What follows belongs to an exercise in optimizing a design on an open flow for small area; a production flow would make more cautious choices.
In this exercise RTL edits were held to simulation tests only and were not proved equivalent to the original.
Power and IR drop assume default switching activity.

==> job 1824: inputs <==
==> flow/design.v (excerpt) <==
module simplified_snn (
  input  wire        clk,
  input  wire        rst,
  input  wire        en,
  input  wire [11:0] Sensor_input_fl,
  input  wire [11:0] Sensor_input_ml,
  input  wire [11:0] Sensor_input_mr,
  input  wire [11:0] Sensor_input_fr,
  output wire [1:0]  Output_spike
);
clock: 15.0 ns
lec_check: 0
abc_area: 1
cap_margin: 20
core_margin: 2
core_utilization: 65
cts_buf_list: sky130_fd_sc_hd__clkbuf_16
cts_cluster_diameter: 70
cts_cluster_size: 24
slew_margin: 20
run.sh (not shown) runs the stock make flow with config.mk's settings and CLKGATE_MAP_FILE= SYNTH_SCRIPT=/design/flow/synth_recipe.tcl, a recipe that flattens the netlist after the stock synthesis.
==> job 5765: changes against job 1824 <==
==> flow/flow/run.sh (new file) <==
#!/bin/bash
# Own layout flow: the standard layout (standard.sh, with its standard
# synthesis unchanged) with two changes:
#  - the buffers Yosys/ABC put in the netlist are removed at floorplan instead
#    of repairing timing on the unplaced netlist (REMOVE_ABC_BUFFERS); the
#    placement-stage repair buffers the netlist (with the larger slew and
#    capacitance margins of config.mk) and the CTS-stage repair fixes timing;
#  - clock tree synthesis without dummy loads.
# Each tool's output goes to the ORFS logs under orfs/logs; make's own output
# goes to flow_make.log in the work folder.
set -euo pipefail
WORK=$(pwd)
export REMOVE_ABC_BUFFERS=1
export CTS_ARGS="-sink_clustering_enable -repair_clock_nets -dont_use_dummy_load -sink_clustering_size 16 -sink_clustering_max_diameter 50 -buf_list {sky130_fd_sc_hd__clkbuf_8}"
bash standard.sh finish > "$WORK/flow_make.log" 2>&1
==> flow/standard.sh (new file) <==
#!/bin/bash
# synth_recipe.tcl (not shown) runs the flow's synth.tcl, then flattens the netlist and writes it again
# the make line also repeats each setting of config.mk as NAME=value (left out here)
make -C /OpenROAD-flow-scripts/flow DESIGN_CONFIG=/design/flow/config.mk WORK_HOME=/design/flow/orfs CLKGATE_MAP_FILE= SYNTH_SCRIPT=/design/flow/synth_recipe.tcl "${@:-finish}"
--- a/flow/config.mk
+++ b/flow/config.mk
@@ -8,8 +8,8 @@
 export ABC_AREA = 1
-export CAP_MARGIN = 20
+export CAP_MARGIN = 50
 export CORE_MARGIN = 2
 export CORE_UTILIZATION = 65
-export CTS_BUF_LIST = sky130_fd_sc_hd__clkbuf_16
-export CTS_CLUSTER_DIAMETER = 70
-export CTS_CLUSTER_SIZE = 24
-export SLEW_MARGIN = 20
+export CTS_BUF_LIST = sky130_fd_sc_hd__clkbuf_8
+export CTS_CLUSTER_DIAMETER = 50
+export CTS_CLUSTER_SIZE = 16
+export SLEW_MARGIN = 50
removed: flow/run.sh
==> comparison <==
Between job 1824 and job 5765, the lower worst hold slack is in job 5765 (gap 0.0028 ns). Of job 5765 and job 1824, job 1824 has the higher power (gap about 3%, measured against job 1824). Clock-buffer cell count: job 5765 is higher than job 1824 (180). Clock power: job 1824 is higher than job 5765 (45%). In synthesized cell count, job 5765 and job 1824 do not differ. In job 1824 the first-iteration DRC count is larger than in job 5765, by about 7%. Of job 5765 and job 1824, job 1824 has the higher wire length (gap about 0.4%, measured against job 1824). Between job 1824 and job 5765, the lower core utilization is in job 5765 (gap 0.79 points). Of job 1824 and job 5765, job 5765 has the higher register-to-register slack (gap 0.05 ns). Against job 1824, the clock skew of job 5765 is higher by 0.076 ns.
==> figures <==
quantity                                                              job 5765                 job 1824
Non-filler instance count after layout                                   48400                    48500
Post-layout util                                                         0.676                    0.684
Worst max-slew margin expressed relative to the limit                    0.434                    0.190
Required @ worst endpoint                                             16.19 ns                 15.97 ns
Leakage power of the design                                           0.165 uW                 0.167 uW
Vias in the first global route                                          284000                   284000
Power Clock                                                            7090 uW                 10300 uW
Antenna cells                                                                7                       16
Result of the run                                      complete, no violations  complete, no violations
Area of combinational cells with multiple inputs                    239000 um2               238000 um2
Final Net Count                                                          47100                    46800
Via density per instance                                                  5.83                     5.83
Power density cells                                                 268 nW/um2               274 nW/um2
Area added between synthesis and finish                                  3.59%                    4.80%
Sequential portion of the cell area                                      0.207                    0.205
Cell total after placement                                               47800                    47800
R2r endpoint                                                     syn[9].sh[15]            syn[5].wh[15]
Proportion of total power due to net switching                           0.493                    0.491
Met3 wire length                                                      88300 um                 85300 um
Routed wire length                                                  1000000 um               1010000 um
Wire length of the first global-routing pass                        1600000 um               1610000 um

what the ideal ports hide:
The flow's constraints put no driver on any port. The routed layouts listed below were extracted and timed again, unchanged, in two steps. Step 1, drivers: a clkbuf_16 drives clk and a buf_2 each remaining input, both assumed. Step 2 adds t to the input delays and takes it off the output delays; t is the mean of the earliest and latest rising clock arrival at the registers after step 1. Input paths then give back, and output paths get back, about the clock's delay inside the block. Three values: ideal ports, drivers, drivers and shift; two values: the first two.
run	shift t [ns]	slack for setup (ns)	hold slack, ns	slew at the worst register clock pin (ns)
job 1824	1.163	2.461 / 2.461 / 2.461	0.329 / 0.329 / 0.329	0.10 / 0.10
job 5765	1.427	2.508 / 2.508 / 2.508	0.326 / 0.326 / 0.326	0.10 / 0.10
After both steps every run listed still meets setup and hold.
